This design comes from an exercise in tuning for small area and a short achievable clock period on the open sky130 flow, not from production work.
The RTL was checked by simulation tests, not by an equivalence proof against the original design.

`flow/run.sh`:
```
#!/bin/bash
# synth_recipe.tcl (not shown) runs the flow's synth.tcl, then flattens the netlist and writes it again
# the make line also repeats each setting of config.mk as NAME=value (left out here)
make -C /OpenROAD-flow-scripts/flow DESIGN_CONFIG=/design/flow/config.mk WORK_HOME=/design/flow/orfs CLKGATE_MAP_FILE= SYNTH_SCRIPT=/design/flow/synth_recipe.tcl finish
```
`flow/constraint.sdc`:
```
create_clock -name core_clock -period 5.0 [get_ports {clk}]
set_input_delay 1.0000 -clock core_clock [delete_from_list [all_inputs] [get_ports {clk}]]
set_output_delay 1.0000 -clock core_clock [all_outputs]
set_load 0.01 [all_outputs]
```
`flow/config.mk`:
```
export PLATFORM = sky130hd
export DESIGN_NAME = mult_top
export DESIGN_NICKNAME = mult_top
export VERILOG_FILES = /design/flow/design.v
export SDC_FILE = /design/flow/constraint.sdc
export NUM_CORES = 4
export LEC_CHECK = 0
export CAP_MARGIN = 20
export CORE_MARGIN = 2
export CORE_UTILIZATION = 40
export SLEW_MARGIN = 20
```
`flow/design.v`:
```
module LOBOq2_10bit_1C_v2(
    input [15:0] x,
    input [15:0] y,
    output [31:0] p
    );
wire [16:0] pp_rad4_0;
wire [16:0] pp_rad4_1;
wire [16:0] pp_rad4_2;
wire [2:0] sign_factor;
rad4_gen rad4_gen1( 
	.x1(x[15:9]), .y(y),
	.pp_rad4_0(pp_rad4_0),
	.pp_rad4_1(pp_rad4_1),
	.pp_rad4_2(pp_rad4_2),
	.sign_factor(sign_factor));
wire [12:0] PP_oa;
wire [24:0] PP_ob;
rad1024_gen_LOBO rad1024_gen_v1( 
  .x2(x[9:0]),.y(y),
  .PP_oa(PP_oa),
  .PP_ob(PP_ob));
pp_tree_red_v2 wallace_tree_quant(
	.pp_rad4_0(pp_rad4_0),
	.pp_rad4_1(pp_rad4_1),
	.pp_rad4_2(pp_rad4_2),
	.PP_oa(PP_oa),
        .PP_ob(PP_ob),
        .sign_factor(sign_factor),
	.p(p));
endmodule 
module code(one,two,sign,y2,y1,y0);  
	input y2,y1,y0;                     
	output one,two,sign;                
	wire [1:0]k;                        
	xor x1(one,y0,y1);                  
	xor x2(k[1],y2,y1);                 
	not n1(k[0],one);                   
	and a1(two,k[0],k[1]);              
	assign sign=y2;                     
endmodule        
module rad4_gen( x1,y,pp_rad4_0,pp_rad4_1,pp_rad4_2,sign_factor);
    input [15:0] y;
    input [6:0] x1;
    output [16:0] pp_rad4_0;
    output [16:0] pp_rad4_1;
    output [16:0] pp_rad4_2;
    output [2:0] sign_factor;
    wire [2:0] one,two,sign;
    code code0(one[0],two[0],sign[0],x1[2],x1[1], x1[0]);
    code code1(one[1],two[1],sign[1],x1[4],x1[3], x1[2]);
    code code2(one[2],two[2],sign[2],x1[6],x1[5], x1[4]);
    wire [16:0] tmp1_pp; 
    assign tmp1_pp = {y[15],y};  
    wire [17:0] out1;
    assign out1[0] = sign[0];
    genvar i;
    generate
        for ( i = 0; i < 17; i = i+1 )
            begin : pp_rad4_first 
            product pp_pr(tmp1_pp[i],out1[i],one[0],two[0],sign[0],pp_rad4_0[i],out1[i+1]);
            end
    endgenerate
    wire[17:0] out2;
    assign out2[0] = sign[1];
    genvar i2;
    generate
        for ( i2 = 0; i2 < 17; i2 = i2+1 )
            begin : pp_second 
            product pp_pr(tmp1_pp[i2],out2[i2],one[1],two[1],sign[1],pp_rad4_1[i2],out2[i2+1]);
            end
    endgenerate
    wire [17:0] out3;
    assign out3[0] = sign[2];
    genvar i3;
    generate
        for ( i3 = 0; i3 < 17; i3 = i3+1 )
            begin : pp_third 
            product pp_pr(tmp1_pp[i3],out3[i3],one[2],two[2],sign[2],pp_rad4_2[i3],out3[i3+1]);
            end
    endgenerate
    genvar i_sign;
    generate
        for ( i_sign = 0; i_sign < 3; i_sign = i_sign+1 )
            begin : sgn_fac
            sgn_gen sgn_genXX(one[i_sign],two[i_sign],sign[i_sign],sign_factor[i_sign]);
            end
    endgenerate
endmodule
module product(x1,x0,one,two,sign,p,i);
	input x1,x0,sign,one,two;
	output p,i;
	wire [1:0] k;
	xor xo1(i,x1,sign);
	and a1(k[1],i,one);
	and a0(k[0],x0,two);
	or o1(p,k[1],k[0]);
endmodule
module sgn_gen(one,two,sign,sign_factor);
	input sign,one,two;
	output sign_factor;
	wire k;
	or o1(k,one,two);
	and a1(sign_factor,sign,k);
endmodule
module rad1024_gen_LOBO(x2,y,PP_oa,PP_ob);
input [15:0] y;
input [9:0] x2;
output [12:0] PP_oa;
output [24:0] PP_ob;
wire [9:0] abs_x2;
wire [4:0] k_x2;
wire [2:0] k_x_enc;
wire zero_x2;
sec_complement_w10 x0_abs_gen
		(
            .data_in(x2), 
            .sign(x2[9]),
            .data_out(abs_x2) 
        );
LOD10_quant lod_x_2(abs_x2,zero_x2,k_x2);
PriorityEncoder_5 enc_kx(
            .data_i(k_x2),
            .code_o(k_x_enc));
wire [3:0] k_y;
wire [1:0] k_y_enc;
wire [15:0] y_abs;
wire zero_y;
sec_complement_w16 y_abs_gen 
		(
            .data_in(y), 
            .sign(y[15]),
            .data_out(y_abs) 
        );	
LOD16_quant lod_y(y_abs[15:12],zero_y,k_y);
PriorityEncoder_4 enc_ky(
            .data_i(k_y),
            .code_o(k_y_enc));
wire [9:0] x20;  
assign x20[9:6] =  abs_x2[9:6] & (~(k_x2[4:1]));
assign x20[5:1] =  abs_x2[5:1];
assign x20[0] =  abs_x2[0] & (~(k_x2[0]));
wire prod_sign;
wire [9:0] tmp_out0;
wire [15:0] tmp_out1;
wire [9:0] x20_signed;
wire [15:0] y_signed;
assign prod_sign = x2[9] ^ y[15];
sec_complement_w10 x20_sign_gen 
		(
            .data_in(x20), 
            .sign(prod_sign),
            .data_out(tmp_out0) 
        );
sec_complement_w16 y_sign_gen 
		(
            .data_in(y_abs), 
            .sign(prod_sign),
            .data_out(tmp_out1) 
        );
assign y_signed = (!zero_x2 ) ? tmp_out1 : 16'b0;			
assign x20_signed = (!zero_y) ? tmp_out0 : 10'b0;
Barrel27L_10_quant gen_P0b(
	     .shift_i(k_x_enc),
             .data_i(y_signed),
             .data_o(PP_ob));
Barrel13L_16 gen_P0a(
            .data_i(x20_signed),
            .shift_i(k_y_enc),
            .data_o(PP_oa));
endmodule 
module LOD16_quant(
    input [3:0] data_i,
    output zero_o,
    output [3:0] data_o
    );
	 wire zdet;
	 assign zdet = data_i[3] | data_i[2] | data_i[1] | data_i[0];
	 assign zero_o = ~zdet;
	 LOD4 lod4_1 (
		.data_i(data_i), 
		.data_o(data_o)
	 );
endmodule
module LOD10_quant(
    input [9:0] data_i,
    output zero_o,
    output [4:0] data_o
    );
     wire zdet;
     wire [4:0] tmp_in;	 
    assign tmp_in[3:1] = data_i[8:6];
    assign tmp_in[0] = |data_i[5:0];
    assign zdet = data_i[9] | tmp_in[3] | tmp_in[2] | tmp_in[1] | tmp_in[0];
    assign zero_o = ~( zdet);
    LOD4 lod4_1 (
        .data_i(tmp_in[3:0]), 
        .data_o(data_o[3:0])
    );
  assign	data_o[4] = data_i[9];
endmodule
module LOD3(
    input [2:0] data_i,
    output [2:0] data_o
    );
	 wire mux0;
	 wire mux1;
	 assign mux1 = (data_i[2]==1) ? 1'b0 : 1'b1;
	 assign mux0 = (data_i[1]==1) ? 1'b0 : mux1;
	 assign data_o[2] = data_i[2];
	 assign data_o[1] =(mux1 & data_i[1]);
	 assign data_o[0] =(mux0 & data_i[0]);
endmodule
module LOD4(
    input [3:0] data_i,
    output [3:0] data_o
    );
	 wire mux0;
	 wire mux1;
	 wire mux2;
	 assign mux2 = (data_i[3]==1) ? 1'b0 : 1'b1;
	 assign mux1 = (data_i[2]==1) ? 1'b0 : mux2;
	 assign mux0 = (data_i[1]==1) ? 1'b0 : mux1;
	 assign data_o[3] = data_i[3];
	 assign data_o[2] =(mux2 & data_i[2]);
	 assign data_o[1] =(mux1 & data_i[1]);
	 assign data_o[0] =(mux0 & data_i[0]);
endmodule
module LOD2(
    input [1:0] data_i,
    output [1:0] data_o
    );
	 assign data_o[1] =(data_i[1]);
	 assign data_o[0] =(~data_i[1] & data_i[0]);
endmodule
module Muxes2in1Array2(
    input [1:0] data_i,
    input select_i,
    output [1:0] data_o
    );
	assign data_o[1] = select_i ? data_i[1] : 1'b0;
	assign data_o[0] = select_i ? data_i[0] : 1'b0;
endmodule
module Muxes2in1Array4(
    input [3:0] data_i,
    input select_i,
    output [3:0] data_o
    );
	assign data_o[3] = select_i ? data_i[3] : 1'b0;
	assign data_o[2] = select_i ? data_i[2] : 1'b0;
	assign data_o[1] = select_i ? data_i[1] : 1'b0;
	assign data_o[0] = select_i ? data_i[0] : 1'b0;
endmodule
module PriorityEncoder_4(
    input [3:0] data_i,
    output reg [1:0] code_o
    );
	always @*
		case (data_i)
	     4'b0001 : code_o = 2'b00;
         4'b0010 : code_o = 2'b01;
         4'b0100 : code_o = 2'b10;
		 default  : code_o = 2'b11;
		endcase		
endmodule
module PriorityEncoder_5(
    input [4:0] data_i,
    output reg [2:0] code_o
    );
	always @*
	case (data_i)
	 5'b00001 : code_o = 3'b000;
         5'b00010 : code_o = 3'b001;
         5'b00100 : code_o = 3'b010;
         5'b01000 : code_o = 3'b011;
	  default  : code_o = 3'b100;
		endcase		
endmodule
module Barrel13L_16(
    input [9:0] data_i,
    input [1:0] shift_i,
    output reg [12:0] data_o
    );
	wire [12:0] tmp;
    assign tmp = {{3{data_i[9]}},data_i};
   always @*
      case (shift_i)
         2'b00: data_o = tmp;
         2'b01: data_o = tmp << 1;
         2'b10: data_o = tmp << 2;
         default: data_o = tmp << 3;
      endcase
endmodule
module Barrel27L_10_quant(
    input [15:0] data_i,
    input [2:0] shift_i,
    output reg [24:0] data_o
    );
	wire [24:0] tmp;
   assign tmp = {{9{data_i[15]}},data_i};
   always @*
      case (shift_i)
         3'b000: data_o = tmp;
         3'b001: data_o = tmp << 6;
         3'b010: data_o = tmp << 7;
         3'b011: data_o = tmp << 8;
         default: data_o = tmp << 9;
      endcase
endmodule
module pp_tree_red_v2(pp_rad4_0,pp_rad4_1,pp_rad4_2,PP_oa,PP_ob,sign_factor,p);
input [16:0] pp_rad4_0;
input [16:0] pp_rad4_1;
input [16:0] pp_rad4_2;
input [12:0] PP_oa;
input [24:0] PP_ob;
input [2:0] sign_factor;
output [31:0] p;
wire [4:0] E_MSB;
not n1(E_MSB[0],PP_ob[24]);
not n2(E_MSB[1],PP_oa[12]);
not n3(E_MSB[2],pp_rad4_0[16]);
not n4(E_MSB[3],pp_rad4_1[16]);
not n5(E_MSB[4],pp_rad4_2[16]);
wire [15:0] sum00_FA;
wire [15:0] carry00_FA;
wire [15:0] tmp001_FA;
wire [15:0] tmp002_FA;
wire [15:0] tmp003_FA;
assign tmp001_FA = {E_MSB[0],PP_ob[24:10]};
assign tmp002_FA = {E_MSB[1],PP_oa, 2'b0};
assign tmp003_FA = {pp_rad4_0[15:0]};
genvar i001;
generate
	for (i001 = 0; i001 < 16; i001 = i001 + 1)
		begin : pp_fad00
		FAd pp_fad(tmp001_FA[i001],tmp002_FA[i001], tmp003_FA[i001], carry00_FA[i001],sum00_FA[i001]);
		end
endgenerate
wire sum00_HA;
wire carry00_HA;
assign sum00_HA = ~pp_rad4_0[16];
assign carry00_HA = pp_rad4_0[16];
wire sum01_FA;
wire carry01_FA;
wire [16:0] sum01_HA;
wire [16:0] carry01_HA;
wire [16:0] tmp011_HA;
wire [16:0] tmp012_HA;
assign tmp011_HA = {1'b1,E_MSB[3],pp_rad4_1[16:3],pp_rad4_1[0]};
assign tmp012_HA = {pp_rad4_2[16:1],sign_factor[1]};
genvar i010;
generate
	for (i010 = 0; i010 < 17; i010 = i010 + 1)
		begin : pp_had01
		HAd pp_had(tmp011_HA[i010],tmp012_HA[i010],carry01_HA[i010],sum01_HA[i010]);
		end
endgenerate
FAd pp_fad010(pp_rad4_1[2],pp_rad4_2[0],sign_factor[2],carry01_FA,sum01_FA);
wire [16:0] sum10_FA;
wire [16:0] carry10_FA;
wire[16:0] tmp100;
wire[16:0] tmp101;
wire[16:0] tmp102;
assign tmp100 = {1'b1,E_MSB[2],sum00_HA,sum00_FA[15:2]};
assign tmp101 = {sum01_HA[14],carry00_HA,carry00_FA[15:1]};
assign tmp102 = {carry01_HA[13],sum01_HA[13:1],sum01_FA,pp_rad4_1[1],sum01_HA[0]};
genvar i11;
generate
	for(i11 = 0; i11 < 17; i11 = i11 +1 )
		begin : pp_fad10
		FAd pp_fad(tmp100[i11],tmp101[i11],tmp102[i11],carry10_FA[i11],sum10_FA[i11]);
		end
endgenerate
wire [2:0] tmp100_HA;
wire [2:0] tmp101_HA;
wire [2:0] sum10_HA;
wire [2:0] carry10_HA;
assign tmp100_HA = {E_MSB[4],sum01_HA[16:15]};
assign tmp101_HA = {carry01_HA[16:14]};
genvar i12;
generate
	for (i12 = 0; i12 < 3; i12 = i12 + 1)
		begin : pp_had10000
		HAd pp_had(tmp100_HA[i12],tmp101_HA[i12],carry10_HA[i12],sum10_HA[i12]);
		end
endgenerate
wire [13:0] sum20_FA;
wire [13:0] carry20_FA;
wire [4:0] sum20_HA;
wire [4:0] carry20_HA; 
wire[4:0] tmp200_HA;
wire[4:0] tmp201_HA;
assign tmp200_HA = {sum10_HA,sum10_FA[16],sum10_FA[2]};
assign tmp201_HA = {carry10_HA[1:0],carry10_FA[16:15],carry10_FA[1]};
genvar i20;
generate
	for(i20 = 0; i20 < 5; i20 = i20 +1 )
		begin : pp_had20 
		HAd pp_had(tmp200_HA[i20],tmp201_HA[i20],carry20_HA[i20],sum20_HA[i20]);
		end
endgenerate
wire[13:0] tmp200_FA;
wire[13:0] tmp201_FA;
wire[13:0] tmp202_FA;
assign tmp200_FA = {sum10_FA[15:3],sum10_FA[1]};
assign tmp201_FA = {carry10_FA[14:2],carry10_FA[0]};
assign tmp202_FA = {carry01_HA[12:1],carry01_FA,carry01_HA[0]};
genvar i21;
generate
	for(i21 = 0; i21 < 14; i21 = i21 +1 )
		begin : pp_fad20
		FAd pp_fad(tmp200_FA[i21],tmp201_FA[i21],tmp202_FA[i21],carry20_FA[i21],sum20_FA[i21]);
		end
endgenerate
wire [31:0] tmp_ADD1;
wire [31:0] tmp_ADD2;
assign tmp_ADD1 = {sum20_HA[4:1],sum20_FA[13:1],sum20_HA[0],sum20_FA[0],sum10_FA[0],sum00_FA[1:0],10'b0};
assign tmp_ADD2 = {carry20_HA[3:1],carry20_FA[13:1],carry20_HA[0],carry20_FA[0],1'b0,1'b0,carry00_FA[0],sign_factor[0],PP_ob[9:0]};
assign p = tmp_ADD1 + tmp_ADD2;
endmodule 
module HAd(a,b,c,s);
	input a,b;
	output c,s;
	xor x1(s,a,b);
	and a1(c,a,b);
endmodule
module FAd(a,b,c,cy,sm);
	input a,b,c;
	output cy,sm;
	wire x,y,z;
	xor x1(x,a,b);
	xor x2(sm,x,c);
	and a1(y,a,b);
	and a2(z,x,c);
	or o1(cy,y,z);
endmodule
module sec_complement_w10
  (
   input [9:0] data_in,
   input sign,
   output [9:0] data_out
   );
  genvar  ii;
  generate
    for (ii=0; ii<10; ii=ii+1) 
      begin: pc
	   assign data_out[ii] = data_in[ii] ^ (sign);
      end
  endgenerate
endmodule  
module sec_complement_w16
  (
   input [15:0] data_in,
   input sign,
   output [15:0] data_out
   );
  genvar  ii;
  generate
    for (ii=0; ii<16; ii=ii+1) 
      begin: pc
 	 assign data_out[ii] = data_in[ii] ^ (sign);
      end
  endgenerate
endmodule  
module mult_top(
    input clk,
    input  [15:0] x,
    input  [15:0] y,
    output reg [31:0] p_out
    );
    wire [31:0] P_vec;
    reg [15:0] X_vec;
    reg [15:0] Y_vec;
    LOBOq2_10bit_1C_v2 mult(X_vec,Y_vec,P_vec); 
    always @(posedge clk) 
    begin
        p_out <= P_vec;
        X_vec <= x;
        Y_vec <= y;
    end
endmodule 
```
==> results.json <==
{
  "die-width_um": 134,
  "antenna_left": 0,
  "die_y_um": 134,
  "p_leak_nw": 3.71,
  "dp.cells": 1136,
  "synth_top_area_frac": 0.190,
  "synth_seq_cells": 64,
  "area_delta_synth_final_pct": 30.1,
  "overflow": 0,
  "grt_setup_unrepaired": "yes",
  "initial_core_util": 0.407,
  "antenna_cells": 0,
  "drive_gt1_frac": 0.185,
  "grt_pass1_wl_um": 29700,
  "numCtsBuffers": 9,
  "final_area_um2": 8760,
  "critPathRequiredTime_ps": 5220,
  "use_met3": 0.0407,
  "powerDensity_nw_per_um2": 575,
  "place_area_um2": 8110,
  "cp_top_family": "adder cells",
  "synth_ff_type": "dfxtp_1",
  "place_ws_ps": -220,
  "cp.arrival_ps": 5050,
  "antenna_found_initial": 0,
  "cpPeakStageDelay_ps": 540,
  "rows": 47,
  "crit_buf_inv": 4,
  "ios": 65,
  "vias": 6337,
  "min_from": "Y_vec[9]$_DFF_P_",
  "path_cells": "or4_4 > o21ai_4 > nand2_2 > and2_4 > a211oi_2 > a21oi_2 > fa_1 > inv_1 > fa_1 > inv_1 > fa_2 > ha_4 > nand4b_1 > a2111oi_4 > buf_4 > o2111ai_4 > a21boi_1 > buf_4 > o311ai_0",
  "outcome": "no timing/DRC/antenna violations",
  "post-route-drc-count": 0,
  "use_met1": 0.287,
  "drv_slew": 0,
  "ys_types": 69,
  "synth_edf_count": 0,
  "netlist_top_cells_area": "dfxtp_1, fa_1, ha_1, xor2_1, xnor2_1",
  "final_cell_mix": "buf_4, inv_1, nor2_1, clkdlybuf4s50_1, dfxtp_1",
  "cts_tree": "yes",
  "portBuffers": 64,
  "yosys.area.top_type": "dfxtp_1",
  "max_cap_violations": 0,
  "seq_area_frac_synth": 0.190,
  "syn_nets": 952,
  "final_nets": 1050,
  "skew_ps": 7.58,
  "crit_slowest_cell": "or4_4",
  "crit_type": "reg -> reg",
  "setup_tns_ps": 0,
  "cp-start-kind": "flop",
  "crit_path_end_kind": "flop",
  "period_needed_ps": 4830,
  "final_common_cell": "buf_4",
  "crit_fanout": 3,
  "clock_path_buffers": 2,
  "grt_pass1_vias": 5706,
  "place_hpwl_um": 14200,
  "met2_usage": 0.335,
  "setup_viol": 0,
  "vdd_drop_max_mv": 0.341,
  "hold_viol_final": 0,
  "fin_cells": 1153,
  "fmax_mhz": 207,
  "slew-limit-headroom": 0.588,
  "vias_per_cell": 5.50,
  "root_buffer": "clkbuf_16",
  "worstReg2RegStart": "X_vec[9]$_DFF_P_",
  "async_reset_ff_frac": 0,
  "firstDrtPassIters": 6,
  "wl_per_cell_um": 16.3,
  "power_mw": 5.04,
  "grt_max_degree": 34,
  "dieArea_um2": 17900,
  "yosysWarningCount": 5,
  "track_usage": 0.211,
  "path_clk_slew_ps": 60,
  "worst_slew_pin_slew_ps": 613,
  "cts.sinks": 64,
  "period_share": 0.965,
  "busiest_layer": "met2",
  "setup_ws_ps": 174,
  "cts_setup_buffers": 0,
  "core_area_um2": 16500,
  "cts_hold_buf": 0,
  "hold_class": "reg -> reg",
  "synthesis.area_um2": 6730,
  "drt-total-wl_um": 18800,
  "drtIter0Drc": 492,
  "synthCells": 830,
  "clk-insertion-delay-late_ps": 350,
  "crit_start": "X_vec[9]$_DFF_P_",
  "place.gp.congestion": 0.856,
  "cts.htree.levels": 3,
  "syn_avg_cell_area_um2": 8.11
}
[Yosys cell counts, types with 3 or more instances]
cell and n:
dfxtp_1 64, nor3_1 8, xor2_1 41, ha_1 43, and3_1 4, nor2_1 69, a2111oi_0 3, o22ai_1 12
clkbuf_1 57, o2111ai_1 3, a222oi_1 5, a2111oi_2 3, nand4_1 4, a221o_1 10, buf_1 15, a31oi_1 8
a221oi_1 8, or3_1 3, a21o_1 7, a21oi_1 45, buf_2 5, nand3_1 9, mux2i_1 4, xnor2_1 38
o211ai_1 4, inv_1 72, a211oi_1 16, o22a_1 3, nand2_1 52, nand2b_1 6, o21ai_0 59, a22oi_1 31
o31ai_1 8, o221ai_1 11, fa_1 46, nor2b_1 9
[area by class of cell]
class                           instances  area [um^2]
Fill cell                            1549         7770
Multi-Input combinational cell        614         5140
Timing Repair Buffer                  166         1450
Sequential cell                        64         1280
Tap cell                              220          275
Inverter                               73          274
Clock buffer                           10          239
Clock inverter                          6         92.6
[power breakdown]
group          internal (mW)  total, mW  switching, mW
registers              0.659      0.706         0.0466
clock network          0.451      0.704          0.253
logic                   1.82       3.63           1.81
total                   2.93       5.04           2.11
[flip-flops by register name (all words and copies together) (netlist names)]
register  count
p_out        32
Y_vec        16
X_vec        16
[layer usage]
layer,part of all wire,vias up,routed length (um)
met3,0.047,21,885
li1,-,3129,-
met2,0.47,167,8910
met4,0.019,0,362
met5,0,-,0
met1,0.46,3020,8690
[kinds of logic (layout without fill, tap and decap cells)]
| kind of cell | after synthesis | count (layout) | share of synthesized area |
|---|---|---|---|
| AND/OR/NAND/NOR | 179 | 179 | 0.122 |
| flip-flops | 64 | 64 | 0.190 |
| adder cells (fa/ha/maj) | 90 | 90 | 0.218 |
| multiplexers | 5 | 5 | 0.00762 |
| buffers and inverters | 152 | 255 | 0.0879 |
| XOR/XNOR | 79 | 79 | 0.103 |
| AO/OA/AOI/OAI | 261 | 261 | 0.271 |
[metrics by stage]
stage	utilization	hold slack, ps
2_1_floorplan	-	664
3_3_place_gp	0.491	619
3_5_place_dp	0.491	618
4_1_cts	0.514	628
5_1_grt	0.530	674
6_report	0.530	631
[worst reg2reg max path, cell delays in order (launching register included)]
cell and delay, ps:
dfxtp_2 320, or4_4 540, o21ai_4 190, nand2_2 90, and2_4 170, a211oi_2 200
a21oi_2 60, fa_1 530, inv_1 50, fa_1 530, inv_1 60, fa_2 350
ha_4 280, nand4b_1 180, a2111oi_4 410, buf_4 180, o2111ai_4 130, a21boi_1 180
buf_4 130, o311ai_0 110
[worst paths after layout]
check	to	slack, ps	cells past startpoint
min	p_out[9]$_DFF_P_	630	2
min reg2reg	p_out[9]$_DFF_P_	630	2
max reg2reg	p_out[28]$_DFF_P_	170	19
max	p_out[28]$_DFF_P_	170	19
[timing repair]
item | CTS | global route
pin swaps | 0 | 27
gates cloned | 0 | 1
endpoints found under the setup margin | 9 | 10
resized for setup | 7 | 50

==> re-timing with driven ports <==
Ports are ideal in the flow. The routed layout listed here was re-timed in OpenROAD. Step 1, drivers: a clkbuf_16 drives clk and a buf_2 each remaining input, both assumed. Step 2 also shifts input and output timing later by t, the mid clock arrival at the registers, as if the neighbouring blocks saw the same clock. a / b / c = ideal / step 1 / step 2; a / b = the first two.
t (ns): 0.390
setup WS [ns]: 0.174 / 0.174 / 0.174
hold slack, ns: 0.631 / 0.631 / 0.631
worst data-port slew with drivers (ns): 0.03
After both steps this run still meets setup and hold. For this run, drivers alone change the setup slack by 0.000 ns; drivers and shift together by 0.000 ns.
